Background: an optimization exercise with open tools, aiming at small area, a short achievable clock period and few clock cycles. Do not read the settings as production practice. Function was checked by simulation only, so behaviour that the tests miss may differ from the original.

==> flow/design.v, too long to show whole: its modules and the start of the top module <==
// module Regs: 17 lines
// module FU_ALU: 40 lines
// module FU_mul: 1685 lines
// module FU_div: 75 lines
// module RV32core: 185 lines
module RV32core (
    input clk,   
    input rst,   
    output [31:0] imem_addr,
    input  [31:0] imem_rdata,
    output [31:0] dmem_addr,
    output [31:0] dmem_wdata,
    output        dmem_we,
    output [ 1:0] dmem_size,
    input  [31:0] dmem_rdata
);
  // ...
==> flow/flow/run.sh <==
#!/bin/bash
# The standard layout, with timing repair aiming at 8 ns of setup slack
# instead of 0 so that the achieved period keeps shrinking past the target.
set -euo pipefail
bash standard.sh SETUP_SLACK_MARGIN=8 finish > standard_flow.log 2>&1
==> flow/standard.sh <==
#!/bin/bash
# synth_recipe.tcl (not shown) runs the flow's synth.tcl, then flattens the netlist and writes it again
# the make line also repeats each setting of config.mk as NAME=value (left out here)
make -C /OpenROAD-flow-scripts/flow DESIGN_CONFIG=/design/flow/config.mk WORK_HOME=/design/flow/orfs CLKGATE_MAP_FILE= SYNTH_SCRIPT=/design/flow/synth_recipe.tcl "${@:-finish}"
==> flow/config.mk <==
export PLATFORM = sky130hd
export DESIGN_NAME = RV32core
export DESIGN_NICKNAME = RV32core
export VERILOG_FILES = /design/flow/design.v
export SDC_FILE = /design/flow/constraint.sdc
export NUM_CORES = 4
export LEC_CHECK = 0
export ABC_AREA = 1
export CAP_MARGIN = 20
export CORE_MARGIN = 2
export CORE_UTILIZATION = 50
export PLACE_DENSITY = 0.6
export SLEW_MARGIN = 20
==> flow/constraint.sdc <==
create_clock -name core_clock -period 14.0 [get_ports {clk}]
set_input_delay 2.8000 -clock core_clock [delete_from_list [all_inputs] [get_ports {clk}]]
set_output_delay 2.8000 -clock core_clock [all_outputs]
set_load 0.01 [all_outputs]
==> notes.md, run 1 <==
Outcome
The flow ran to the end and the layout has no timing, DRC or antenna violations.

STA
After routing, the total negative slack on setup checks comes to 0 ps. The clock skew is between 80 and 90 ps. Setup repair after global routing could not meet its margin everywhere. After layout, the worst path uses 49.38% of the clock period.

The number of hold-slack violations in the final timing report is 0.

Synth
Counting distinct cell types in the post-synthesis netlist gives 58. The compound-cell area share of the yosys netlist is about a fifth. The most used flip-flop cell after synthesis is edfxtp_1. The yosys synthesis warning count is 5.

Final layout
The register with the most flip-flops in the layout has 992 of them. Cells with a size suffix above 1 make up between 10 and 15% of the layout. The largest registers in the layout are regs.r: 992 flops, mul.rx: 64 flops, mul.ry: 63 flops.

For this run, the post-layout net count is 14,805.

Worst setup path
Traced cell by cell, the critical path runs through buf_12 > clkinv_8 > buf_16 > ha_4 > inv_2 > buf_6 > a21oi_2 > a21oi_2 > nor3_2 > nand2_2 > nand2_4 > nand2_2 > nand2_2 > nand3_4 > o21ai_4 > buf_6 > buf_16 > buf_6 > o21ai_2 > o22ai_2 > buf_2. The type of element capturing the critical path is an output port. The startpoint identified for the worst register-to-register timing path is e_b[2].

Drt
In the final routing, the length of wire on met1 measures approximately 190 mm. The number of search-and-repair iterations in the first detailed-routing pass is 9. Dividing the detail-routed wire length by the instance count gives ~31 microns.

The routed design has 529.6 mm of wire.

Global route
The aggregate global-route resource usage is 45.87%. The number of global-route vias before repair is between 100k and 150k.

CTS
The number of buffers inserted by hold repair at cts is 0. The clock passes through at most 3 buffers. The master cell of the clock root buffer is clkbuf_16.

Placed design
The final HPWL from detailed placement is about 340 mm.

Floorplan
The initialized floorplan defines 171 standard-cell rows.
Testbench counts, summed over its fixed seeds: cycles 13,008.
==> module Regs, before the edit <==
module Regs (
    input clk,
    input [4:0] ra1,
    input [4:0] ra2,
    output [31:0] rd1,
    output [31:0] rd2,
    input we,
    input [4:0] wa,
    input [31:0] wd
);
  reg [31:0] r[1:31];
  always @(posedge clk) begin
    if (we && wa != 5'd0) r[wa] <= wd;
  end
  assign rd1 = (ra1 == 5'd0) ? 32'd0 : r[ra1];
  assign rd2 = (ra2 == 5'd0) ? 32'd0 : r[ra2];
endmodule
==> module FU_ALU, before the edit <==
module FU_ALU (
    input [31:0] a,
    input [31:0] b,
    input [2:0] f3,
    input sub,    
    input sra,    
    output [31:0] res
);
  wire [32:0] sum = {1'b0, a} + {1'b0, sub ? ~b : b} + {32'd0, sub};
  wire ltu = ~sum[32];
  wire lt  = (a[31] ^ b[31]) ? a[31] : sum[31];
  wire [4:0] sh = b[4:0];
  wire left = ~f3[2];
  reg [31:0] a_rev;
  integer i;
  always @(*) for (i = 0; i < 32; i = i + 1) a_rev[i] = a[31 - i];
  wire fill = sra & a[31] & ~left;
  wire [31:0] s0 = left ? a_rev : a;
  wire [31:0] s1 = sh[0] ? {fill, s0[31:1]} : s0;
  wire [31:0] s2 = sh[1] ? {{2{fill}}, s1[31:2]} : s1;
  wire [31:0] s3 = sh[2] ? {{4{fill}}, s2[31:4]} : s2;
  wire [31:0] s4 = sh[3] ? {{8{fill}}, s3[31:8]} : s3;
  wire [31:0] sr = sh[4] ? {{16{fill}}, s4[31:16]} : s4;
  reg [31:0] sl;
  always @(*) for (i = 0; i < 32; i = i + 1) sl[i] = sr[31 - i];
  reg [31:0] r;
  always @(*) begin
    case (f3)
      3'd0: r = sum[31:0];
      3'd1: r = sl;
      3'd2: r = {31'd0, lt};
      3'd3: r = {31'd0, ltu};
      3'd4: r = a ^ b;
      3'd5: r = sr;
      3'd6: r = a | b;
      default: r = a & b;
    endcase
  end
  assign res = r;
endmodule
==> module FU_div, before the edit <==
module FU_div (
    input clk,
    input rst,
    input start,        
    input [31:0] a,
    input [31:0] b,
    input [1:0] op,     
    input [4:0] rd_in,
    input wr,           
    output busy,        
    output fin,
    output reg [4:0] rd,
    output [31:0] res
);
  function [4:0] clz32(input [31:0] x);
    reg [31:0] y;
    reg [4:0] n;
    begin
      y = x;
      n[4] = (y[31:16] == 16'd0); if (n[4]) y = {y[15:0], 16'd0};
      n[3] = (y[31:24] == 8'd0);  if (n[3]) y = {y[23:0], 8'd0};
      n[2] = (y[31:28] == 4'd0);  if (n[2]) y = {y[27:0], 4'd0};
      n[1] = (y[31:30] == 2'd0);  if (n[1]) y = {y[29:0], 2'd0};
      n[0] = ~y[31];
      clz32 = n;
    end
  endfunction
  localparam IDLE = 2'd0, ITER = 2'd1, FIN = 2'd2;
  reg [1:0] state;
  reg [4:0] sh;
  reg [31:0] rem, dvs, quo;
  reg neg, is_rem, dz;
  wire sa = ~op[0] & a[31];
  wire sb = ~op[0] & b[31];
  wire [31:0] ua = (a ^ {32{sa}}) + {31'd0, sa};
  wire [31:0] ub = (b ^ {32{sb}}) + {31'd0, sb};
  wire [4:0] za = clz32(ua);
  wire [4:0] zb = clz32(ub);
  wire b_zero = (b == 32'd0);
  wire trivial = b_zero | (zb < za);
  wire [32:0] diff = {1'b0, rem} - {1'b0, dvs << sh};
  wire ge = ~diff[32];
  always @(posedge clk or posedge rst) begin
    if (rst) begin
      state <= IDLE;
    end else begin
      case (state)
        IDLE: if (start) state <= trivial ? FIN : ITER;
        ITER: if (sh == 5'd0) state <= FIN;
        default: if (wr) state <= IDLE;
      endcase
    end
  end
  always @(posedge clk) begin
    if (state == IDLE) begin
      rem <= ua;
      dvs <= ub;
      quo <= 32'd0;
      sh <= zb - za;
      is_rem <= op[1];
      dz <= b_zero;
      neg <= op[1] ? sa : (sa ^ sb);
      rd <= rd_in;
    end else if (state == ITER) begin
      if (ge) rem <= diff[31:0];
      quo <= {quo[30:0], ge};
      sh <= sh - 5'd1;
    end
  end
  wire [31:0] val = is_rem ? rem : quo;
  wire [31:0] sres = (val ^ {32{neg}}) + {31'd0, neg};
  assign busy = (state != IDLE);
  assign fin = (state == FIN);
  assign res = (dz & ~is_rem) ? 32'hFFFF_FFFF : sres;
endmodule
==> module RV32core, before the edit <==
module RV32core (
    input clk,   
    input rst,   
    output [31:0] imem_addr,
    input  [31:0] imem_rdata,
    output [31:0] dmem_addr,
    output [31:0] dmem_wdata,
    output        dmem_we,
    output [ 1:0] dmem_size,
    input  [31:0] dmem_rdata
);
  reg        e_valid;
  reg [31:0] e_a, e_b, e_imm;
  reg [ 4:0] e_rd;
  reg        e_wr;       
  reg [ 2:0] e_f3;
  reg        e_sub, e_sra, e_load, e_store, e_jal, e_jalr;
  reg        e_lui, e_auipc, e_mul, e_div;
  reg [ 5:0] e_bsel;     
  reg [31:0] fpc;        
  reg        m2_valid;   
  reg [ 4:0] m2_rd;
  wire [31:0] alu_res;
  FU_ALU alu (
      .a(e_a),
      .b(e_b),
      .f3(e_f3),
      .sub(e_sub),
      .sra(e_sra),
      .res(alu_res)
  );
  wire [31:0] addr = e_a + e_imm;
  wire [31:0] pc_tgt = fpc + e_imm;
  wire b_eq = (e_a == e_b);
  wire b_ltu = (e_a < e_b);
  wire b_lt = ({~e_a[31], e_a[30:0]} < {~e_b[31], e_b[30:0]});
  wire br_cond = (e_bsel[0] & b_eq) | (e_bsel[1] & ~b_eq) |
                 (e_bsel[2] & b_lt) | (e_bsel[3] & ~b_lt) |
                 (e_bsel[4] & b_ltu) | (e_bsel[5] & ~b_ltu);
  wire taken_pc = e_valid & (e_jal | br_cond);    
  wire taken_reg = e_valid & e_jalr;              
  wire taken = taken_pc | taken_reg;
  wire [31:0] mul_res;
  FU_mul mul (
      .clk(clk),
      .a(e_a),
      .b(e_b),
      .op(e_f3[1:0]),
      .res(mul_res)
  );
  wire [31:0] div_res;
  wire [4:0] div_rd;
  wire div_busy, div_fin, div_wr;
  FU_div div (
      .clk(clk),
      .rst(rst),
      .start(e_valid & e_div),
      .a(e_a),
      .b(e_b),
      .op(e_f3[1:0]),
      .rd_in(e_rd),
      .wr(div_wr),
      .busy(div_busy),
      .fin(div_fin),
      .rd(div_rd),
      .res(div_res)
  );
  reg [31:0] ld;
  always @(*) begin
    case (e_f3)
      3'd0: ld = {{24{dmem_rdata[7]}}, dmem_rdata[7:0]};
      3'd1: ld = {{16{dmem_rdata[15]}}, dmem_rdata[15:0]};
      3'd4: ld = {24'd0, dmem_rdata[7:0]};
      3'd5: ld = {16'd0, dmem_rdata[15:0]};
      default: ld = dmem_rdata;
    endcase
  end
  reg [31:0] wb_data;
  always @(*) begin
    if (e_load) wb_data = ld;
    else if (e_jal | e_jalr) wb_data = fpc;
    else if (e_auipc) wb_data = pc_tgt;
    else if (e_lui) wb_data = e_b;
    else wb_data = alu_res;
  end
  wire wb_en = e_valid & e_wr & ~e_div & ~e_mul;
  assign div_wr = div_fin & ~wb_en & ~m2_valid;
  wire rf_we = wb_en | m2_valid | (div_wr & (div_rd != 5'd0));
  wire [4:0] rf_wa = wb_en ? e_rd : m2_valid ? m2_rd : div_rd;
  wire [31:0] rf_wd = wb_en ? wb_data : m2_valid ? mul_res : div_res;
  always @(posedge clk or posedge rst) begin
    if (rst) m2_valid <= 1'b0;
    else m2_valid <= e_valid & e_mul & e_wr;
  end
  always @(posedge clk) m2_rd <= e_rd;
  assign dmem_addr  = addr;
  assign dmem_wdata = e_b;
  assign dmem_we    = e_valid & e_store;
  assign dmem_size  = e_f3[1:0];
  wire [31:0] fetch_pc = taken_pc ? pc_tgt : taken_reg ? addr : fpc;
  assign imem_addr = fetch_pc;
  wire [31:0] inst = imem_rdata;
  wire [4:0] opc = inst[6:2];
  wire [2:0] f3 = inst[14:12];
  wire [4:0] rd = inst[11:7];
  wire [4:0] rs1 = inst[19:15];
  wire [4:0] rs2 = inst[24:20];
  wire d_load   = (opc == 5'b00000);
  wire d_opimm  = (opc == 5'b00100);
  wire d_auipc  = (opc == 5'b00101);
  wire d_store  = (opc == 5'b01000);
  wire d_op     = (opc == 5'b01100);
  wire d_lui    = (opc == 5'b01101);
  wire d_branch = (opc == 5'b11000);
  wire d_jalr   = (opc == 5'b11001);
  wire d_jal    = (opc == 5'b11011);
  wire d_md     = d_op & inst[25];
  wire [31:0] imm_i = {{20{inst[31]}}, inst[31:20]};
  wire [31:0] imm_s = {{20{inst[31]}}, inst[31:25], inst[11:7]};
  wire [31:0] imm_b = {{20{inst[31]}}, inst[7], inst[30:25], inst[11:8], 1'b0};
  wire [31:0] imm_u = {inst[31:12], 12'd0};
  wire [31:0] imm_j = {{12{inst[31]}}, inst[19:12], inst[20], inst[30:21], 1'b0};
  wire [31:0] imm_pcrel = d_branch ? imm_b : d_jal ? imm_j : imm_u;
  wire [31:0] imm_pcrel_m4 = {imm_pcrel[31:2] - 30'd1, 2'b00};
  wire [31:0] imm_addr = (d_branch | d_jal | d_auipc) ? imm_pcrel_m4 : d_store ? imm_s : imm_i;
  wire [31:0] rf_a, rf_b;
  Regs regs (
      .clk(clk),
      .ra1(rs1),
      .ra2(rs2),
      .rd1(rf_a),
      .rd2(rf_b),
      .we(rf_we),
      .wa(rf_wa),
      .wd(rf_wd)
  );
  wire fwd_a = rf_we & (rf_wa == rs1);
  wire fwd_b = rf_we & (rf_wa == rs2);
  wire [31:0] op_a = fwd_a ? rf_wd : rf_a;
  wire [31:0] op_b = d_opimm ? imm_i : d_lui ? imm_u : fwd_b ? rf_wd : rf_b;
  wire use_rs1 = ~(d_lui | d_auipc | d_jal);
  wire use_rs2 = d_op | d_store | d_branch;
  wire has_rd  = ~(d_store | d_branch);
  wire dpend = (e_valid & e_div) | (div_busy & ~div_wr);
  wire [4:0] dpend_rd = div_busy ? div_rd : e_rd;
  wire dhold = dpend & ((d_md & f3[2]) |
                        (use_rs1 & (rs1 == dpend_rd)) |
                        (use_rs2 & (rs2 == dpend_rd)) |
                        (has_rd & (rd == dpend_rd)));
  wire mhold = e_valid & e_mul & (has_rd |
                                  (use_rs1 & (rs1 == e_rd)) |
                                  (use_rs2 & (rs2 == e_rd)));
  wire hold = dhold | mhold;
  always @(posedge clk or posedge rst) begin
    if (rst) begin
      e_valid <= 1'b0;
      fpc <= 32'd0;
    end else begin
      e_valid <= ~hold;
      fpc <= hold ? fetch_pc : fetch_pc + 32'd4;
    end
  end
  always @(posedge clk) begin
    begin
      e_a <= op_a;
      e_b <= op_b;
      e_imm <= imm_addr;
      e_rd <= rd;
      e_wr <= (rd != 5'd0) & ~(d_store | d_branch);
      e_f3 <= f3;
      e_sub <= (d_op & ~inst[25] & inst[30] & (f3 == 3'd0)) |
               ((d_op | d_opimm) & (f3 == 3'd2 | f3 == 3'd3));
      e_sra <= inst[30];
      e_load <= d_load;
      e_store <= d_store;
      e_jal <= d_jal;
      e_jalr <= d_jalr;
      e_lui <= d_lui;
      e_auipc <= d_auipc;
      e_mul <= d_md & ~f3[2];
      e_div <= d_md & f3[2];
      e_bsel <= {6{d_branch}} & {f3 == 3'd7, f3 == 3'd6, f3 == 3'd5, f3 == 3'd4, f3 == 3'd1, f3 == 3'd0};
    end
  end
endmodule
==> run 2: changes to the inputs <==
--- a/flow/design.v
+++ b/flow/design.v
@@ -8,31 +8,41 @@
     input we,
     input [4:0] wa,
     input [31:0] wd
 );
   reg [31:0] r[1:31];
   always @(posedge clk) begin
     if (we && wa != 5'd0) r[wa] <= wd;
   end
-  assign rd1 = (ra1 == 5'd0) ? 32'd0 : r[ra1];
-  assign rd2 = (ra2 == 5'd0) ? 32'd0 : r[ra2];
+  reg [31:0] o1, o2;
+  integer i;
+  always @(*) begin
+    o1 = 32'd0;
+    o2 = 32'd0;
+    for (i = 1; i < 32; i = i + 1) begin
+      o1 = o1 | ({32{ra1 == i}} & r[i]);
+      o2 = o2 | ({32{ra2 == i}} & r[i]);
+    end
+  end
+  assign rd1 = o1;
+  assign rd2 = o2;
 endmodule
 `timescale 1ns / 1ps
 module FU_ALU (
     input [31:0] a,
     input [31:0] b,
     input [2:0] f3,
     input sub,    
     input sra,    
+    input lt,     
+    input ltu,
     output [31:0] res
 );
-  wire [32:0] sum = {1'b0, a} + {1'b0, sub ? ~b : b} + {32'd0, sub};
-  wire ltu = ~sum[32];
-  wire lt  = (a[31] ^ b[31]) ? a[31] : sum[31];
+  wire [31:0] sum = a + (sub ? ~b : b) + {31'd0, sub};
   wire [4:0] sh = b[4:0];
   wire left = ~f3[2];
   reg [31:0] a_rev;
   integer i;
   always @(*) for (i = 0; i < 32; i = i + 1) a_rev[i] = a[31 - i];
   wire fill = sra & a[31] & ~left;
   wire [31:0] s0 = left ? a_rev : a;
   wire [31:0] s1 = sh[0] ? {fill, s0[31:1]} : s0;
@@ -40,31 +50,32 @@
   wire [31:0] s3 = sh[2] ? {{4{fill}}, s2[31:4]} : s2;
   wire [31:0] s4 = sh[3] ? {{8{fill}}, s3[31:8]} : s3;
   wire [31:0] sr = sh[4] ? {{16{fill}}, s4[31:16]} : s4;
   reg [31:0] sl;
   always @(*) for (i = 0; i < 32; i = i + 1) sl[i] = sr[31 - i];
   reg [31:0] r;
   always @(*) begin
     case (f3)
-      3'd0: r = sum[31:0];
+      3'd0: r = sum;
       3'd1: r = sl;
       3'd2: r = {31'd0, lt};
       3'd3: r = {31'd0, ltu};
       3'd4: r = a ^ b;
       3'd5: r = sr;
       3'd6: r = a | b;
       default: r = a & b;
     endcase
   end
   assign res = r;
 endmodule
 `timescale 1ns / 1ps
 module FU_mul (
     input clk,
+    input ld,
     input [31:0] a,
     input [31:0] b,
     input [1:0] op,   
     output [31:0] res
 );
   wire a_s = (op == 2'd1) | (op == 2'd2);
   wire b_s = (op == 2'd1);
   wire [32:0] ax = {a_s & a[31], a};
@@ -1731,32 +1742,35 @@
   wire t1659 = t1535 | t1536;
   wire t1660 = t1537 ^ t575 ^ t609;
   wire t1661 = (t1537 & t575) | (t1537 & t609) | (t575 & t609);
   wire [63:0] sx = {t1659, t1657, t1655, t1653, t1651, t1649, t1647, t1645, t1643, t1641, t1639, t1637, t1635, t1633, t1631, t1629, t1627, t1625, t1623, t1621, t1619, t1617, t1615, t1613, t1611, t1609, t1607, t1605, t1603, t1601, t1599, t1597, t1595, t1593, t1591, t1589, t1587, t1585, t1583, t1581, t1579, t1577, t1575, t1573, t1571, t1569, t1567, t1565, t1563, t1561, t1559, t1557, t1555, t1553, t1551, t1549, t1547, t1545, t1543, t1541, t1539, t1538, t3, t2};
   wire [63:0] sy = {t1660, t1658, t1656, t1654, t1652, t1650, t1648, t1646, t1644, t1642, t1640, t1638, t1636, t1634, t1632, t1630, t1628, t1626, t1624, t1622, t1620, t1618, t1616, t1614, t1612, t1610, t1608, t1606, t1604, t1602, t1600, t1598, t1596, t1594, t1592, t1590, t1588, t1586, t1584, t1582, t1580, t1578, t1576, t1574, t1572, t1570, t1568, t1566, t1564, t1562, t1560, t1558, t1556, t1554, t1552, t1550, t1548, t1546, t1544, t1542, t1540, bx[3], 1'b0, bx[1]};
   reg [63:0] rx, ry;
   reg hi;
   always @(posedge clk) begin
-    rx <= sx;
-    ry <= sy;
-    hi <= (op != 2'd0);
+    if (ld) begin
+      rx <= sx;
+      ry <= sy;
+      hi <= (op != 2'd0);
+    end
   end
   wire [63:0] prod = rx + ry;
   assign res = hi ? prod[63:32] : prod[31:0];
 endmodule
 `timescale 1ns / 1ps
 module FU_div (
     input clk,
     input rst,
     input start,        
     input [31:0] a,
     input [31:0] b,
     input [1:0] op,     
     input [4:0] rd_in,
+    input kill,         
     input wr,           
     output busy,        
     output fin,
     output reg [4:0] rd,
     output [31:0] res
 );
   function [4:0] clz32(input [31:0] x);
     reg [31:0] y;
@@ -1801,23 +1815,26 @@
     if (state == IDLE) begin
       rem <= ua;
       dvs <= ub;
       quo <= 32'd0;
       sh <= zb - za;
       is_rem <= op[1];
       dz <= b_zero;
       neg <= op[1] ? sa : (sa ^ sb);
-      rd <= rd_in;
     end else if (state == ITER) begin
       if (ge) rem <= diff[31:0];
       quo <= {quo[30:0], ge};
       sh <= sh - 5'd1;
     end
   end
+  always @(posedge clk) begin
+    if (state == IDLE) rd <= kill ? 5'd0 : rd_in;
+    else if (kill) rd <= 5'd0;
+  end
   wire [31:0] val = is_rem ? rem : quo;
   wire [31:0] sres = (val ^ {32{neg}}) + {31'd0, neg};
   assign busy = (state != IDLE);
   assign fin = (state == FIN);
   assign res = (dz & ~is_rem) ? 32'hFFFF_FFFF : sres;
 endmodule
 `timescale 1ns / 1ps
 module RV32core (
@@ -1844,48 +1861,66 @@
   reg [ 4:0] m2_rd;
   wire [31:0] alu_res;
   FU_ALU alu (
       .a(e_a),
       .b(e_b),
       .f3(e_f3),
       .sub(e_sub),
       .sra(e_sra),
+      .lt(b_lt),
+      .ltu(b_ltu),
       .res(alu_res)
   );
   wire [31:0] addr = e_a + e_imm;
   wire [31:0] pc_tgt = fpc + e_imm;
-  wire b_eq = (e_a == e_b);
-  wire b_ltu = (e_a < e_b);
-  wire b_lt = ({~e_a[31], e_a[30:0]} < {~e_b[31], e_b[30:0]});
+  reg [30:0] c_gt, c_eq;
+  integer ci, cw;
+  always @(*) begin
+    c_gt = e_a[30:0] & ~e_b[30:0];
+    c_eq = ~(e_a[30:0] ^ e_b[30:0]);
+    for (cw = 1; cw < 31; cw = cw * 2)
+      for (ci = 0; ci < 31; ci = ci + 2 * cw)
+        if (ci + cw < 31) begin
+          c_gt[ci] = c_gt[ci + cw] | (c_eq[ci + cw] & c_gt[ci]);
+          c_eq[ci] = c_eq[ci + cw] & c_eq[ci];
+        end
+  end
+  wire lo_lt = ~c_gt[0] & ~c_eq[0];
+  wire hi_eq = ~(e_a[31] ^ e_b[31]);
+  wire b_eq = hi_eq & c_eq[0];
+  wire b_ltu = (~e_a[31] & e_b[31]) | (hi_eq & lo_lt);
+  wire b_lt = (e_a[31] & ~e_b[31]) | (hi_eq & lo_lt);
   wire br_cond = (e_bsel[0] & b_eq) | (e_bsel[1] & ~b_eq) |
                  (e_bsel[2] & b_lt) | (e_bsel[3] & ~b_lt) |
                  (e_bsel[4] & b_ltu) | (e_bsel[5] & ~b_ltu);
   wire taken_pc = e_valid & (e_jal | br_cond);    
   wire taken_reg = e_valid & e_jalr;              
   wire taken = taken_pc | taken_reg;
   wire [31:0] mul_res;
   FU_mul mul (
       .clk(clk),
+      .ld(e_valid & e_mul),
       .a(e_a),
       .b(e_b),
       .op(e_f3[1:0]),
       .res(mul_res)
   );
   wire [31:0] div_res;
   wire [4:0] div_rd;
   wire div_busy, div_fin, div_wr;
   FU_div div (
       .clk(clk),
       .rst(rst),
       .start(e_valid & e_div),
       .a(e_a),
       .b(e_b),
       .op(e_f3[1:0]),
       .rd_in(e_rd),
+      .kill(dkill),
       .wr(div_wr),
       .busy(div_busy),
       .fin(div_fin),
       .rd(div_rd),
       .res(div_res)
   );
   reg [31:0] ld;
   always @(*) begin
@@ -1901,25 +1936,26 @@
   always @(*) begin
     if (e_load) wb_data = ld;
     else if (e_jal | e_jalr) wb_data = fpc;
     else if (e_auipc) wb_data = pc_tgt;
     else if (e_lui) wb_data = e_b;
     else wb_data = alu_res;
   end
   wire wb_en = e_valid & e_wr & ~e_div & ~e_mul;
+  wire m2_wr = m2_valid & ~wb_en;
   assign div_wr = div_fin & ~wb_en & ~m2_valid;
-  wire rf_we = wb_en | m2_valid | (div_wr & (div_rd != 5'd0));
+  wire rf_we = wb_en | m2_wr | (div_wr & (div_rd != 5'd0));
   wire [4:0] rf_wa = wb_en ? e_rd : m2_valid ? m2_rd : div_rd;
   wire [31:0] rf_wd = wb_en ? wb_data : m2_valid ? mul_res : div_res;
   always @(posedge clk or posedge rst) begin
     if (rst) m2_valid <= 1'b0;
-    else m2_valid <= e_valid & e_mul & e_wr;
+    else m2_valid <= ((e_valid & e_mul & e_wr) | (m2_valid & ~m2_wr)) & ~mkill;
   end
-  always @(posedge clk) m2_rd <= e_rd;
+  always @(posedge clk) if (e_valid & e_mul) m2_rd <= e_rd;
   assign dmem_addr  = addr;
   assign dmem_wdata = e_b;
   assign dmem_we    = e_valid & e_store;
   assign dmem_size  = e_f3[1:0];
   wire [31:0] fetch_pc = taken_pc ? pc_tgt : taken_reg ? addr : fpc;
   assign imem_addr = fetch_pc;
   wire [31:0] inst = imem_rdata;
   wire [4:0] opc = inst[6:2];
@@ -1962,22 +1998,24 @@
   wire [31:0] op_b = d_opimm ? imm_i : d_lui ? imm_u : fwd_b ? rf_wd : rf_b;
   wire use_rs1 = ~(d_lui | d_auipc | d_jal);
   wire use_rs2 = d_op | d_store | d_branch;
   wire has_rd  = ~(d_store | d_branch);
   wire dpend = (e_valid & e_div) | (div_busy & ~div_wr);
   wire [4:0] dpend_rd = div_busy ? div_rd : e_rd;
   wire dhold = dpend & ((d_md & f3[2]) |
                         (use_rs1 & (rs1 == dpend_rd)) |
-                        (use_rs2 & (rs2 == dpend_rd)) |
-                        (has_rd & (rd == dpend_rd)));
-  wire mhold = e_valid & e_mul & (has_rd |
-                                  (use_rs1 & (rs1 == e_rd)) |
-                                  (use_rs2 & (rs2 == e_rd)));
+                        (use_rs2 & (rs2 == dpend_rd)));
+  wire mpend = (e_valid & e_mul & e_wr) | (m2_valid & ~m2_wr);
+  wire [4:0] mpend_rd = (e_valid & e_mul) ? e_rd : m2_rd;
+  wire mhold = mpend & ((use_rs1 & (rs1 == mpend_rd)) |
+                        (use_rs2 & (rs2 == mpend_rd)));
   wire hold = dhold | mhold;
+  wire dkill = ~hold & dpend & has_rd & (rd == dpend_rd);
+  wire mkill = ~hold & mpend & has_rd & (rd == mpend_rd);
   always @(posedge clk or posedge rst) begin
     if (rst) begin
       e_valid <= 1'b0;
       fpc <= 32'd0;
     end else begin
       e_valid <= ~hold;
       fpc <= hold ? fetch_pc : fetch_pc + 32'd4;
     end
@@ -1985,18 +2023,17 @@
   always @(posedge clk) begin
     begin
       e_a <= op_a;
       e_b <= op_b;
       e_imm <= imm_addr;
       e_rd <= rd;
       e_wr <= (rd != 5'd0) & ~(d_store | d_branch);
       e_f3 <= f3;
-      e_sub <= (d_op & ~inst[25] & inst[30] & (f3 == 3'd0)) |
-               ((d_op | d_opimm) & (f3 == 3'd2 | f3 == 3'd3));
+      e_sub <= d_op & ~inst[25] & inst[30] & (f3 == 3'd0);
       e_sra <= inst[30];
       e_load <= d_load;
       e_store <= d_store;
       e_jal <= d_jal;
       e_jalr <= d_jalr;
       e_lui <= d_lui;
       e_auipc <= d_auipc;
       e_mul <= d_md & ~f3[2];
==> flow/config.mk (replaced) <==
export PLATFORM = sky130hd
export DESIGN_NAME = RV32core
export DESIGN_NICKNAME = RV32core
export VERILOG_FILES = /design/flow/design.v
export SDC_FILE = /design/flow/constraint.sdc
export NUM_CORES = 4
export LEC_CHECK = 0
export ABC_AREA = 1
export CAP_MARGIN = 20
export CORE_MARGIN = 2
export CORE_UTILIZATION = 40
export PLACE_DENSITY = 0.5
export SLEW_MARGIN = 20
==> notes.md, run 2 <==
STA
The number of slew-limit violations in the final report was 0 (unchanged). The measured slew at the worst slew-check pin is 1191 ps (was 1144 ps). The final-report setup violation count was 0 (unchanged). The summed negative setup slack over all endpoints was 0 ps (unchanged). RSZ-0062 raised after global routing: yes (unchanged). The post-route clock period utilization is 50.24% (was 49.38%). The timing-limited maximum frequency is 0.1422 GHz (was 0.1447 GHz). The clock skew is 92.38 ps (was 83.23 ps). The number of hold-slack violations in the final timing report is 0 (unchanged). The worst max-slew margin expressed relative to the limit is 20.23% (was 23.56%). The final critical path time including I/O delays and setup came to 7034 ps (was 6913 ps).

Global route
The aggregate global-route resource usage came to 40.33% (was 45.87%). The maximum number of pins on one net before global-route repair is 75 (was 213). The number of global-route vias before repair came to 97,546 (was 103,643).

The initial antenna violation count is 36 (was 20). The leftover overflow at the end of global routing is 0 (unchanged). The wire length of the first global-routing pass was 765.8 mm (was 737.2 mm).

Synth
The number of enable flip-flop cells after synthesis was 1,197 (was 1,069). The per-instance average area after synthesis is 8.369 sq um (was 7.871 sq um). The most frequently used cell type in the post-synthesis netlist is nand2_1 (unchanged). The number of flip-flops and latches in the synthesized netlist is 1,391 (unchanged). The total nets after synthesis is 13,538 (was 14,785).

The gate count after technology mapping is 12,648 (was 13,895). The top cell type's share of synthesized area came to 33.96% (was 29.35%). The yosys synthesis warning count is 5 (unchanged). Leading post-synthesis cells by instance count: nand2_1, inv_1, edfxtp_1 (was nand2_1, o21ai_0, inv_1). The part of the Yosys area used for sequential elements is 37.80% (was 35.41%). The share of async-settable or async-resettable flops after synthesis is 2.588% (unchanged).

The summed instance area of the synthesized netlist came to 0.1059 sq mm (was 0.1094 sq mm). Dominant cells by area after synthesis: edfxtp_1, nand2_1, fa_1 (unchanged). The commonest register cell after synthesis is edfxtp_1 (unchanged). The cell taking the most area after synthesis is edfxtp_1 (unchanged).

The number of distinct library cell variants in the gate-level netlist after synthesis is 68 (was 58).

Final layout
The most common library cell in the layout ignoring fill and taps is nand2_1 (unchanged). The largest register by flop count was regs.r (unchanged). The proportion of layout cells with a drive suffix above 1 was 12.02% (was 10.88%). The area occupied by multi-input gates came to 0.05941 sq mm (was 0.06367 sq mm).

The synthesis-to-finish area growth is 16.85% (was 15.18%). The storage element area is 0.04014 sq mm (was 0.03882 sq mm). The post-layout net count is 13,800 (was 14,805). The number of flip-flops under the largest register name is 992 (unchanged). Most frequent cells in the layout: nand2_1, inv_1, edfxtp_1 (was nand2_1, o21ai_0, inv_1). The final non-filler cell area is 0.1237 sq mm (was 0.1260 sq mm). Registers with the most flip-flops: regs.r: 992 flops, mul.rx: 64 flops, mul.ry: 63 flops (unchanged). The fill cell instance count of the final layout came to 25,610 (was 19,373).

Drt
The count of nets left with antenna violations after detail routing is 0 (unchanged). The detailed-routed wire length on met3 came to 68.58 mm (was 70.29 mm). The aggregate routed wire length is 562.6 mm (was 529.6 mm). The uppermost signal routing layer after detailed routing is met5 (unchanged).

The DRC violation count after routing is 0 (unchanged). The routed wirelength normalized by instance count is 33.93 microns (was 31.30 microns). The total via count in the routed design is 102,727 (was 110,930). The met2 layer wire length in the routed design was 237.2 mm (was 221.9 mm). The met1 routed wirelength after detailed routing is 209.4 mm (was 186.2 mm).

The number of search-and-repair iterations in the first detailed-routing pass was 8 (was 9). The number of vias per cell after detailed routing came to 6.194 (was 6.557). The iteration-0 DRC count of the detailed router is 13,995 (was 17,299).

Worst setup path
The critical-path maximum fanout is 12 (was 4). The arrival time of the worst setup path is 4230 ps (was 4110 ps). The classification of the worst setup path was reg2out (unchanged).

The data required time of the worst path is 11,200 ps (about the same). The type of element capturing the critical path is an output port (unchanged). The startpoint kind of the worst setup timing path was a flip-flop (unchanged).

CTS
The number of levels in the clock H-tree is 4 (unchanged). The clock-pin transition on the worst setup and hold timing paths came to 70 ps (was 60 ps). The CTS tree is built (unchanged). The number of buffers created by CTS was 165 (was 158). The maximum count of clock buffers along a single path is 3 (unchanged). The clock insertion delay at the later pin of the skew report is 880 ps (was 870 ps). The number of sinks handled by clock tree synthesis is 1,391 (unchanged). The number of buffers inserted by hold repair at cts is 0 (unchanged). The master cell of the clock root buffer is clkbuf_16 (unchanged).

Floorplan
The die height is 518.4 microns (was 471.7 microns). The die area was 0.2688 sq mm (was 0.2225 sq mm). The number of top-level design ports is 165 (unchanged).

The die width came to 518.4 microns (was 471.7 microns). The row count is 188 (was 171). The area of the placeable core is 0.2627 sq mm (was 0.2174 sq mm). The starting density of the core came to 40.29% (was 50.31%).

Min path
The kind of path behind the tightest hold check is reg2reg (unchanged).

Placed design
The instance area at placement is 0.1126 sq mm (was 0.1139 sq mm). The final HPWL from detailed placement is 392.3 mm (was 344.5 mm). The final RePlAce weighted congestion is 1.029 (was 1.053).

The number of port buffers came to 162 (unchanged).

Outcome
Outcome: finished clean (unchanged).

Job
The number of maximum-capacitance violations is 0 (unchanged).
-- run 2: cell types whose count changed after synthesis, sizes merged, moves of 66 or more --
cell    change
nand4      +76
a21oi     -449
clkbuf    -185
o211ai    -178
buf        -66
o21ai     -878
edfxtp    +128
dfxtp     -128
a221oi    +224
o22ai     +117
nand3     -133
nor2      -100
inv       +151
-- run 2: timing repair --
action	CTS	global route
buffers inserted	143	60
pin swaps	95	77
gates cloned	14	6
setup endpoints to repair	329	248
resized for setup	834	251
-- run 2: logic make-up after synthesis --
family / after synthesis / share of synthesized area (%)
and+or+nand+nor: 4337 / 16.94
AOI/OAI and AO/OA: 2807 / 16.48
buffers and inverters: 2466 / 8.820
DFF: 1391 / 37.80
adders and majority gates: 824 / 13.03
xor gates and xnor gates: 811 / 6.824
muxes: 12 / 0.1135
-- run 2: area by class of cell --
| type | count | area share [%] |
|---|---|---|
| clock inverter | 107 | 0.8790 |
| tap | 3515 | 3.556 |
| sequential | 1391 | 32.45 |
| timing repair buffer | 753 | 5.887 |
| inverter | 1800 | 5.621 |
| antenna | 20 | 0.04046 |
| timing repair inverter | 3 | 0.01618 |
| multi-input combinational | 8796 | 48.03 |
| clock buffer | 199 | 3.521 |
-- run 2: path summary, 6_finish.rpt --
kind | start | end | slack, ps | depth (start not counted)
max | e_b[7] | imem_addr[6] | 6970 | 20
min | div.quo[1] | div.quo[2] | 470 | 2
max reg2reg | e_f3[0] | regs.r[22][18] | 7940 | 20
min reg2reg | div.quo[1] | div.quo[2] | 470 | 2
max in group asynchronous | rst | fpc[26] | 11040 | 3
min in group asynchronous | rst | div.state[1] | 2450 | 3
-- run 2: metal layers --
| layer | vias up | global-route usage (%) |
|---|---|---|
| met5 | - | 0.2489 |
| met4 | 16 | 27.86 |
| met3 | 1902 | 12.24 |
| met2 | 7078 | 60.01 |
| met1 | 50063 | 49.98 |
| li1 | 43668 | - |
-- run 2: through the flow --
stage          setup slack, ps  hold slack, ps  std cells  utilization (%)
3_5_place_dp              5641           472.4      16032            42.86
3_3_place_gp              5640           460.4      16031            42.85
6_report                  6966           472.9      16584            47.08
5_1_grt                   6845           494.6      16568            47.06
2_1_floorplan             8021           447.5      12648                -
4_1_cts                   6955           474.2      16495            46.43
-- run 2: critical path, stage by stage, from the launching register on --
cell and delay [ps]:
dfxtp_4 440, buf_12 230, inv_2 60, ha_1 300, or2_2 300, nor3_2 160
nand4_1 160, buf_4 180, nor2_4 90, buf_12 140, nor2_4 40, nor2_2 100
nand2_2 90, o21ai_4 260, buf_6 150, buf_4 100, buf_6 100, buf_16 160
nand2_4 70, nand2_4 80, buf_6 120
Testbench counts of run 2, summed over its fixed seeds: cycles 12,318.
==> run 3: changes to the inputs <==
--- a/flow/design.v
+++ b/flow/design.v
@@ -1856,6 +1856,7 @@
   reg        e_sub, e_sra, e_load, e_store, e_jal, e_jalr;
   reg        e_lui, e_auipc, e_mul, e_div;
   reg [ 5:0] e_bsel;     
+  reg [31:0] c_an, c_bn;
   reg [31:0] fpc;        
   reg        m2_valid;   
   reg [ 4:0] m2_rd;
@@ -1875,8 +1876,8 @@
   reg [30:0] c_gt, c_eq;
   integer ci, cw;
   always @(*) begin
-    c_gt = e_a[30:0] & ~e_b[30:0];
-    c_eq = ~(e_a[30:0] ^ e_b[30:0]);
+    c_gt = ~c_an[30:0] & c_bn[30:0];
+    c_eq = ~(c_an[30:0] ^ c_bn[30:0]);
     for (cw = 1; cw < 31; cw = cw * 2)
       for (ci = 0; ci < 31; ci = ci + 2 * cw)
         if (ci + cw < 31) begin
@@ -1885,10 +1886,10 @@
         end
   end
   wire lo_lt = ~c_gt[0] & ~c_eq[0];
-  wire hi_eq = ~(e_a[31] ^ e_b[31]);
+  wire hi_eq = ~(c_an[31] ^ c_bn[31]);
   wire b_eq = hi_eq & c_eq[0];
-  wire b_ltu = (~e_a[31] & e_b[31]) | (hi_eq & lo_lt);
-  wire b_lt = (e_a[31] & ~e_b[31]) | (hi_eq & lo_lt);
+  wire b_ltu = (c_an[31] & ~c_bn[31]) | (hi_eq & lo_lt);
+  wire b_lt = (~c_an[31] & c_bn[31]) | (hi_eq & lo_lt);
   wire br_cond = (e_bsel[0] & b_eq) | (e_bsel[1] & ~b_eq) |
                  (e_bsel[2] & b_lt) | (e_bsel[3] & ~b_lt) |
                  (e_bsel[4] & b_ltu) | (e_bsel[5] & ~b_ltu);
@@ -2024,6 +2025,8 @@
     begin
       e_a <= op_a;
       e_b <= op_b;
+      c_an <= ~op_a;
+      c_bn <= ~op_b;
       e_imm <= imm_addr;
       e_rd <= rd;
       e_wr <= (rd != 5'd0) & ~(d_store | d_branch);
==> notes.md, run 3 <==
Floorplan
The die area is 0.2729 sq mm (was 0.2688 sq mm). The number of top-level design ports is 165 (unchanged). The die height is 522.4 microns (was 518.4 microns). The die width is 522.4 microns (was 518.4 microns). The area of the placeable core is 0.2677 sq mm (was 0.2627 sq mm). The starting density of the core is 40.16% (was 40.29%).

The row count is 190 (was 188).

Drt
The number of search-and-repair iterations in the first detailed-routing pass was 7 (was 8). The count of nets left with antenna violations after detail routing is 0 (unchanged). The iteration-0 DRC count of the detailed router is 14,350 (was 13,995).

The aggregate routed wire length is 591.5 mm (was 562.6 mm). The number of vias per cell after detailed routing was 6.277 (was 6.194). The routed wirelength normalized by instance count is 35.23 microns (was 33.93 microns). The total via count in the routed design is 105,386 (was 102,727). The DRC violation count after routing is 0 (unchanged).

Worst setup path
Cell-by-cell listing of the critical path: inv_2 > ha_4 > and3_4 > nand4_1 > buf_6 > nor3_4 > nand2_1 > nand2_1 > nor2_1 > nand2_2 > buf_4 > nand3_1 > nand2_2 > buf_12 > nand2_8 > buf_16 > buf_12 > buf_8 > nand2_2 > nand2_2 > buf_6 (was buf_12 > inv_2 > ha_1 > or2_2 > nor3_2 > nand4_1 > buf_4 > nor2_4 > buf_12 > nor2_4 > nor2_2 > nand2_2 > o21ai_4 > buf_6 > buf_4 > buf_6 > buf_16 > nand2_4 > nand2_4 > buf_6). The startpoint kind of the worst setup timing path is a flip-flop (unchanged). The arrival time of the worst setup path is 3830 ps (was 4230 ps). The start of the worst register-to-register path is e_b[17] (was e_f3[0]). The critical path launch point is c_an[30] (was e_b[7]). The worst-path cell with the longest stage delay is dfxtp_2 (was dfxtp_4). The cell type with the highest occurrence count on the critical path is nand2_2 (was buf_6).

The type of element capturing the critical path is an output port (unchanged). The classification of the worst setup path is reg2out (unchanged). The critical-path maximum fanout is 5 (was 12). The data required time of the worst path is 11,200 ps (about the same).

The delay of the slowest cell on the worst path is 320 ps (was 440 ps).

Final layout
The synthesis-to-finish area growth is 16.81% (was 16.85%). The proportion of layout cells with a drive suffix above 1 is 12.46% (was 12.02%). Most frequent cells in the layout: nand2_1, inv_1, edfxtp_1 (unchanged). The final standard cell count with taps included and fillers excluded is 16,789 (was 16,584). The largest register by flop count is regs.r (unchanged). The core utilization of the finished layout is 46.91% (was 47.08%). The number of flip-flops under the largest register name is 992 (unchanged). The fill cell instance count of the final layout is 26,111 (was 25,610).

Registers with the most flip-flops: regs.r: 992 flops, mul.rx: 64 flops, mul.ry: 63 flops (unchanged). The post-layout net count is 13,966 (was 13,800). The most common library cell in the layout ignoring fill and taps was nand2_1 (unchanged).

STA
The clock skew is 90.46 ps (was 92.38 ps). The post-route clock period utilization came to 47.37% (was 50.24%). The worst max-slew margin expressed relative to the limit is 22.23% (was 20.23%). The final critical path time including I/O delays and setup is 6631 ps (was 7034 ps).

The summed negative setup slack over all endpoints was 0 ps (unchanged). The measured slew at the worst slew-check pin came to 1163 ps (was 1191 ps). The number of slew-limit violations in the final report is 0 (unchanged). The number of hold-slack violations in the final timing report is 0 (unchanged). The final-report setup violation count was 0 (unchanged). The timing-limited maximum frequency came to 0.1508 GHz (was 0.1422 GHz). RSZ-0062 raised after global routing: yes (unchanged).

CTS
The number of levels in the clock H-tree came to 4 (unchanged). The number of buffers created by CTS came to 177 (was 165). The master cell of the clock root buffer was clkbuf_16 (unchanged). The clock-pin transition on the worst setup and hold timing paths is 60 ps (was 70 ps). The CTS tree was built (unchanged). The clock insertion delay at the later pin of the skew report came to 900 ps (was 880 ps).

The maximum count of clock buffers along a single path came to 4 (was 3). The number of sinks handled by clock tree synthesis was 1,455 (was 1,391). The number of buffers inserted by hold repair at cts is 0 (unchanged).

Placed design
The final RePlAce weighted congestion is 1.034 (was 1.029). The final HPWL from detailed placement is 412.5 mm (was 392.3 mm). The number of port buffers was 162 (unchanged). The number of cells in the design after placement is 16,238 (was 16,032).

Synth
The part of the Yosys area used for sequential elements is 38.41% (was 37.80%). The cell taking the most area after synthesis is edfxtp_1 (unchanged). The number of enable flip-flop cells after synthesis came to 1,197 (unchanged).

The number of flip-flops and latches in the synthesized netlist is 1,455 (was 1,391). The commonest register cell after synthesis is edfxtp_1 (unchanged). Dominant cells by area after synthesis: edfxtp_1, nand2_1, fa_1 (unchanged). The total nets after synthesis is 13,669 (was 13,538). The share of async-settable or async-resettable flops after synthesis came to 2.474% (was 2.588%). The gate count after technology mapping was 12,779 (was 12,648).

The yosys synthesis warning count came to 5 (unchanged). The number of distinct library cell variants in the gate-level netlist after synthesis is 71 (was 68). The summed instance area of the synthesized netlist is 0.1075 sq mm (was 0.1059 sq mm).

The per-instance average area after synthesis was 8.413 sq um (was 8.369 sq um). The most frequently used cell type in the post-synthesis netlist is nand2_1 (unchanged). Leading post-synthesis cells by instance count: nand2_1, inv_1, edfxtp_1 (unchanged).

The top cell type's share of synthesized area is 33.43% (was 33.96%).

Global route
The number of global-route vias before repair is 100,935 (was 97,546). The wire length of the first global-routing pass came to 802.7 mm (was 765.8 mm). The aggregate global-route resource usage is 42.12% (was 40.33%). The maximum number of pins on one net before global-route repair is 82 (was 75).

The leftover overflow at the end of global routing is 0 (unchanged). The initial antenna violation count came to 32 (was 36).

Job
The number of maximum-capacitance violations is 0 (unchanged).

Outcome
Outcome: finished clean (unchanged).

Min path
The kind of path behind the tightest hold check is reg2reg (unchanged). The startpoint of the worst hold path is div.quo[31] (was div.quo[1]).
[run 3: cell count changes after synthesis, sizes merged, moves of 13 or more]
cell	previous run	this run
nand3	462	519
o21ai	766	788
a22oi	17	30
o211ai	98	118
clkbuf	546	527
a221oi	249	219
nor2	849	826
o22ai	739	716
a21oi	519	502
a31oi	73	47
dfxtp	158	222
or2	54	72
clkinv	47	62
[run 3: final cells by class]
type	count	area (sq um)	share of cell area, %
repair inverters	3	15.01	0.01196
inverters	1827	6975	5.555
repair buffers	769	7038	5.604
flip-flops and latches	1455	41410	32.97
diodes	24	60.06	0.04782
clock inverters	103	1101	0.8768
well taps	3552	4444	3.539
multi-input cells	8843	59860	47.67
clock buffers	213	4677	3.724
[run 3: cell families after synthesis]
group / synth area share [%]
xor gates and xnor gates: 6.506
buffers and inverters: 8.754
muxes: 0.1210
and+or+nand+nor: 16.95
DFF: 38.41
adders and majority gates: 12.83
AOI/OAI and AO/OA: 16.44
[run 3: path summary, 6_finish.rpt]
check                           endpoint  slack (ps)  cells past startpoint
setup / recovery           imem_addr[28]        7370                     21
hold / removal               div.quo[31]         480                      2
setup reg to reg              mul.ry[31]        8050                     17
hold reg to reg              div.quo[31]         480                      2
max in group asynchronous   div.state[0]       11080                      3
min in group asynchronous        e_valid        2450                      3
[run 3: layer usage]
layer  vias up  part of all wire, %  track usage, %
li1      44236                    -               -
met1     51526                   36           50.65
met2      7468                   43           64.57
met3      2138                   11           9.889
met4        18                   10           33.89
met5         -                0.021         0.03510
[run 3: metrics by stage]
| step | hold slack, ps | worst slack (ps) | area, sq um |
|---|---|---|---|
| finish | 477.9 | 7369 | 125600 |
| global route | 508.5 | 7227 | 125500 |
| CTS | 478.2 | 7383 | 123800 |
| detailed placement | 470.0 | 5466 | 114500 |
| global placement | 465.5 | 5520 | 114500 |
| floorplan | 447.9 | 8254 | 107500 |
[run 3: timing repair]
| action | 4_1_cts | 5_1_grt |
|---|---|---|
| cloned | 8 | 5 |
| setup endpoints to repair | 354 | 242 |
| pin swaps | 89 | 95 |
| gates resized for setup | 764 | 308 |
| buffers inserted | 121 | 74 |
[run 3: worst max-delay path, delay by kind of cell, from the launching register on]
kind	cells	cell delay (ps)
simple gates	12	1330
buf+inv	8	1040
flops	1	320
fa+ha+maj	1	290
Testbench counts of run 3, summed over its fixed seeds: cycles 12,318.
==> run 4: changes to the inputs <==
==> flow/flow/run.sh (replaced) <==
#!/bin/bash
# The standard layout, with timing repair aiming at 7.4 ns of setup slack
# instead of 0 so that the achieved period keeps shrinking past the target
# (to about what the design's slowest paths reach, so that the other paths
# are not upsized for nothing).
set -euo pipefail
bash standard.sh SETUP_SLACK_MARGIN=7.4 finish > standard_flow.log 2>&1
==> notes.md, run 4 <==
Min path
The worst min-delay path endpoint is div.quo[31] (unchanged). The startpoint of the worst hold path is div.quo[31] (unchanged). The number of instances on the worst hold path is 2 (unchanged). The kind of path behind the tightest hold check is reg2reg (unchanged).

Synth
The adder and majority gate portion of the synthesized area is 12.83% (unchanged). Dominant cells by area after synthesis: edfxtp_1, nand2_1, fa_1 (unchanged). The total nets after synthesis was 13,669 (unchanged).

The combinational family with the most area after synthesis is simple AND/OR/NAND/NOR gates (unchanged). The cell taking the most area after synthesis is edfxtp_1 (unchanged). The compound-cell area share of the yosys netlist is 16.44% (unchanged). The xor and xnor area share after synthesis was 6.506% (unchanged).

The part of the Yosys area used for sequential elements came to 38.41% (unchanged). The commonest register cell after synthesis is edfxtp_1 (unchanged). The synthesized-area fraction occupied by and/or/nand/nor cells is 16.95% (unchanged). The multiplexer fraction of the synthesized cell area is 0.1210% (unchanged). The summed instance area of the synthesized netlist came to 0.1075 sq mm (unchanged). The top cell type's share of synthesized area is 33.43% (unchanged). The per-instance average area after synthesis was 8.413 sq um (unchanged). The number of distinct library cell variants in the gate-level netlist after synthesis is 71 (unchanged). The number of enable flip-flop cells after synthesis is 1,197 (unchanged).

The most frequently used cell type in the post-synthesis netlist is nand2_1 (unchanged). Leading post-synthesis cells by instance count: nand2_1, inv_1, edfxtp_1 (unchanged). The number of flip-flops and latches in the synthesized netlist is 1,455 (unchanged). The gate count after technology mapping was 12,779 (unchanged). The share of async-settable or async-resettable flops after synthesis came to 2.474% (unchanged). The yosys synthesis warning count came to 5 (unchanged).

STA
The number of slew-limit violations in the final report came to 0 (unchanged). The worst max-slew margin expressed relative to the limit is 11.82% (was 22.23%). The timing-limited maximum frequency came to 0.1486 GHz (was 0.1508 GHz). The number of hold-slack violations in the final timing report is 0 (unchanged). The clock skew is 102.6 ps (was 90.46 ps).

RSZ-0062 raised after global routing: yes (unchanged). The post-route clock period utilization is 48.05% (was 47.37%). The final-report setup violation count is 0 (unchanged). The summed negative setup slack over all endpoints came to 0 ps (unchanged). The final critical path time including I/O delays and setup is 6728 ps (was 6631 ps). The measured slew at the worst slew-check pin was 1289 ps (was 1163 ps).

Floorplan
The starting density of the core is 40.16% (unchanged). The area of the placeable core was 0.2677 sq mm (unchanged). The die width is 522.4 microns (unchanged). The die height was 522.4 microns (unchanged). The die area is 0.2729 sq mm (unchanged). The number of top-level design ports is 165 (unchanged). The row count is 190 (unchanged).

Job
The number of maximum-capacitance violations is 0 (unchanged).

Final layout
The largest register by flop count is regs.r (unchanged). The synthesis-to-finish area growth was 14.05% (was 16.81%). The fill cell instance count of the final layout is 26,416 (was 26,111). The proportion of layout cells with a drive suffix above 1 was 9.830% (was 12.46%). The core utilization of the finished layout is 45.81% (was 46.91%). Registers with the most flip-flops: regs.r: 992 flops, mul.rx: 64 flops, mul.ry: 63 flops (unchanged). The post-layout net count came to 13,856 (was 13,966).

The number of flip-flops under the largest register name is 992 (unchanged). Most frequent cells in the layout: nand2_1, inv_1, edfxtp_1 (unchanged). The most common library cell in the layout ignoring fill and taps is nand2_1 (unchanged).

Worst setup path
The critical-path maximum fanout is 7 (was 5). The classification of the worst setup path is reg2out (unchanged). The worst-path cell with the longest stage delay is dfxtp_2 (unchanged). The delay of the slowest cell on the worst path was 320 ps (about the same). The cell type with the highest occurrence count on the critical path is nand2_2 (unchanged). Cell-by-cell listing of the critical path: inv_2 > ha_4 > and3_4 > nand4_1 > buf_6 > nor3_4 > nand2_1 > nand2_1 > nor2_1 > nand2_2 > nand2_4 > nand2_2 > nand2_2 > nor2_2 > nand2_2 > buf_12 > nand2_8 > buf_12 > buf_16 > o211ai_1 > o21ai_4 > buf_6 (was inv_2 > ha_4 > and3_4 > nand4_1 > buf_6 > nor3_4 > nand2_1 > nand2_1 > nor2_1 > nand2_2 > buf_4 > nand3_1 > nand2_2 > buf_12 > nand2_8 > buf_16 > buf_12 > buf_8 > nand2_2 > nand2_2 > buf_6). The depth of the most critical reg-to-reg path is 16 (was 17). The arrival time of the worst setup path is 3930 ps (was 3830 ps). The critical register-to-register path endpoint is mul.ry[38] (was mul.ry[31]). The start of the worst register-to-register path was e_f3[0] (was e_b[17]).

The data required time of the worst path is 11,200 ps (about the same). The startpoint kind of the worst setup timing path is a flip-flop (unchanged).

The type of element capturing the critical path is an output port (unchanged).

Global route
The initial antenna violation count is 33 (was 32). The wire length of the first global-routing pass is 794.6 mm (was 802.7 mm). The maximum number of pins on one net before global-route repair came to 82 (unchanged). The leftover overflow at the end of global routing is 0 (unchanged).

The aggregate global-route resource usage is 41.62% (was 42.12%). The number of global-route vias before repair came to 100,093 (was 100,935).

Drt
The iteration-0 DRC count of the detailed router is 14,743 (was 14,350). The aggregate routed wire length was 583.6 mm (was 591.5 mm). The detailed-routed wire length on met3 came to 61.98 mm (was 62.72 mm).

The number of vias per cell after detailed routing was 6.256 (was 6.277). The DRC violation count after routing was 0 (unchanged). The uppermost signal routing layer after detailed routing is met5 (unchanged). The total via count in the routed design is 104,342 (was 105,386). The routed wirelength normalized by instance count was 34.99 microns (was 35.23 microns). The count of nets left with antenna violations after detail routing is 0 (unchanged). The number of search-and-repair iterations in the first detailed-routing pass was 9 (was 7). The met2 layer wire length in the routed design was 255.2 mm (was 256.4 mm). The met1 routed wirelength after detailed routing is 212.1 mm (was 213.2 mm).

CTS
The number of sinks handled by clock tree synthesis is 1,455 (unchanged). The maximum count of clock buffers along a single path is 4 (unchanged). The number of buffers inserted by hold repair at cts is 0 (unchanged). The number of buffers created by CTS is 177 (unchanged). The clock insertion delay at the later pin of the skew report is 910 ps (was 900 ps). The clock-pin transition on the worst setup and hold timing paths is 60 ps (about the same). The master cell of the clock root buffer is clkbuf_16 (unchanged). The CTS tree is built (unchanged). The number of levels in the clock H-tree was 4 (unchanged).

Placed design
The final RePlAce weighted congestion is 1.034 (unchanged). The final HPWL from detailed placement was 412.5 mm (unchanged). The number of port buffers came to 162 (unchanged).

Outcome
Outcome: finished clean (unchanged).
run 4: cell counts after synthesis:
No cell type changed its count.
run 4: per-stage QoR:
step	setup WS [ps]	cell area, sq um	cells	hold WS [ps]
floorplan	8254	107500	12779	447.9
global placement	5520	114500	16236	465.5
detailed placement	5466	114500	16238	470.0
CTS	7232	121400	16590	478.2
global route	7173	122600	16657	508.5
finish	7272	122600	16678	478.9
run 4: logic make-up after synthesis:
| group | count (synthesis) |
|---|---|
| AND/OR/NAND/NOR | 4382 |
| AO/OA/AOI/OAI | 2827 |
| buffers and inverters | 2485 |
| flip-flops | 1455 |
| adder cells (fa/ha/maj) | 824 |
| XOR/XNOR | 793 |
| multiplexers | 13 |
run 4: repair_timing:
action | CTS | global route
endpoints found under the setup margin | 181 | 158
gates cloned | 4 | 3
gates resized for setup | 304 | 195
pin swaps | 38 | 53
buffers inserted | 32 | 61
run 4: area by class of cell:
class	count	area, sq um	share of cell area [%]
Inverter	1827	6907	5.633
Timing Repair inverter	2	10.01	0.008163
Multi-Input combinational cell	8839	58350	47.59
Clock inverter	103	1101	0.8980
Antenna cell	23	57.56	0.04694
Clock buffer	213	4677	3.814
Timing Repair Buffer	664	5719	4.664
Tap cell	3552	4444	3.625
Sequential cell	1455	41350	33.72
run 4: critical path, delay by kind of cell (launching register included):
kind            cells  cell delay [ps]
compound gates      2              320
fa+ha+maj           1              290
buf+inv             6              750
flops               1              320
simple gates       13             1390
run 4: worst max-delay path by stage:
stage	end	start	depth (start not counted)	slack (ps)
2_1_floorplan	imem_addr[16]	e_a[1]	12	8250
3_3_place_gp	e_b[26]	imem_rdata[23]	16	5520
3_5_place_dp	e_b[26]	imem_rdata[23]	16	5470
4_1_cts	imem_addr[2]	c_an[28]	22	7230
5_1_grt	imem_addr[31]	c_an[14]	22	7170
6_report	imem_addr[1]	c_an[30]	22	7270
run 4: layer usage:
metal	vias to the layer above	global-route usage, %
met2	7218	64.38
met5	-	0.03510
met3	2033	9.490
li1	44031	-
met4	20	31.91
met1	51040	50.34

[static timing again, ports no longer ideal]
How much do the figures lean on ideal ports? The routed layouts below were timed once more, with nothing changed but the port constraints. Step 1 assumes that a clkbuf_16 drives the clock port and a buf_2 every other input. Step 2 also shifts input and output timing later by t, the mid clock arrival at the registers, as if the neighbouring blocks saw the same clock. Slacks: ideal ports / drivers / drivers and shift; pairs: ideal ports / drivers.
run | shift t [ns] | setup slack, ns | worst hold slack (ns)
run 1 | 0.931 | 7.087 / 6.985 / 7.054 | 0.413 / 0.413 / 0.413
run 2 | 0.940 | 6.966 / 6.865 / 6.957 | 0.473 / 0.473 / 0.473
run 3 | 0.958 | 7.369 / 7.262 / 6.972 | 0.478 / 0.478 / 0.478
run 4 | 0.960 | 7.272 / 7.172 / 6.402 | 0.479 / 0.479 / 0.479
After both steps setup and hold are still met in every run listed. For run 4, which loses most, drivers alone change the setup slack by -0.100 ns; drivers and shift together by -0.870 ns.
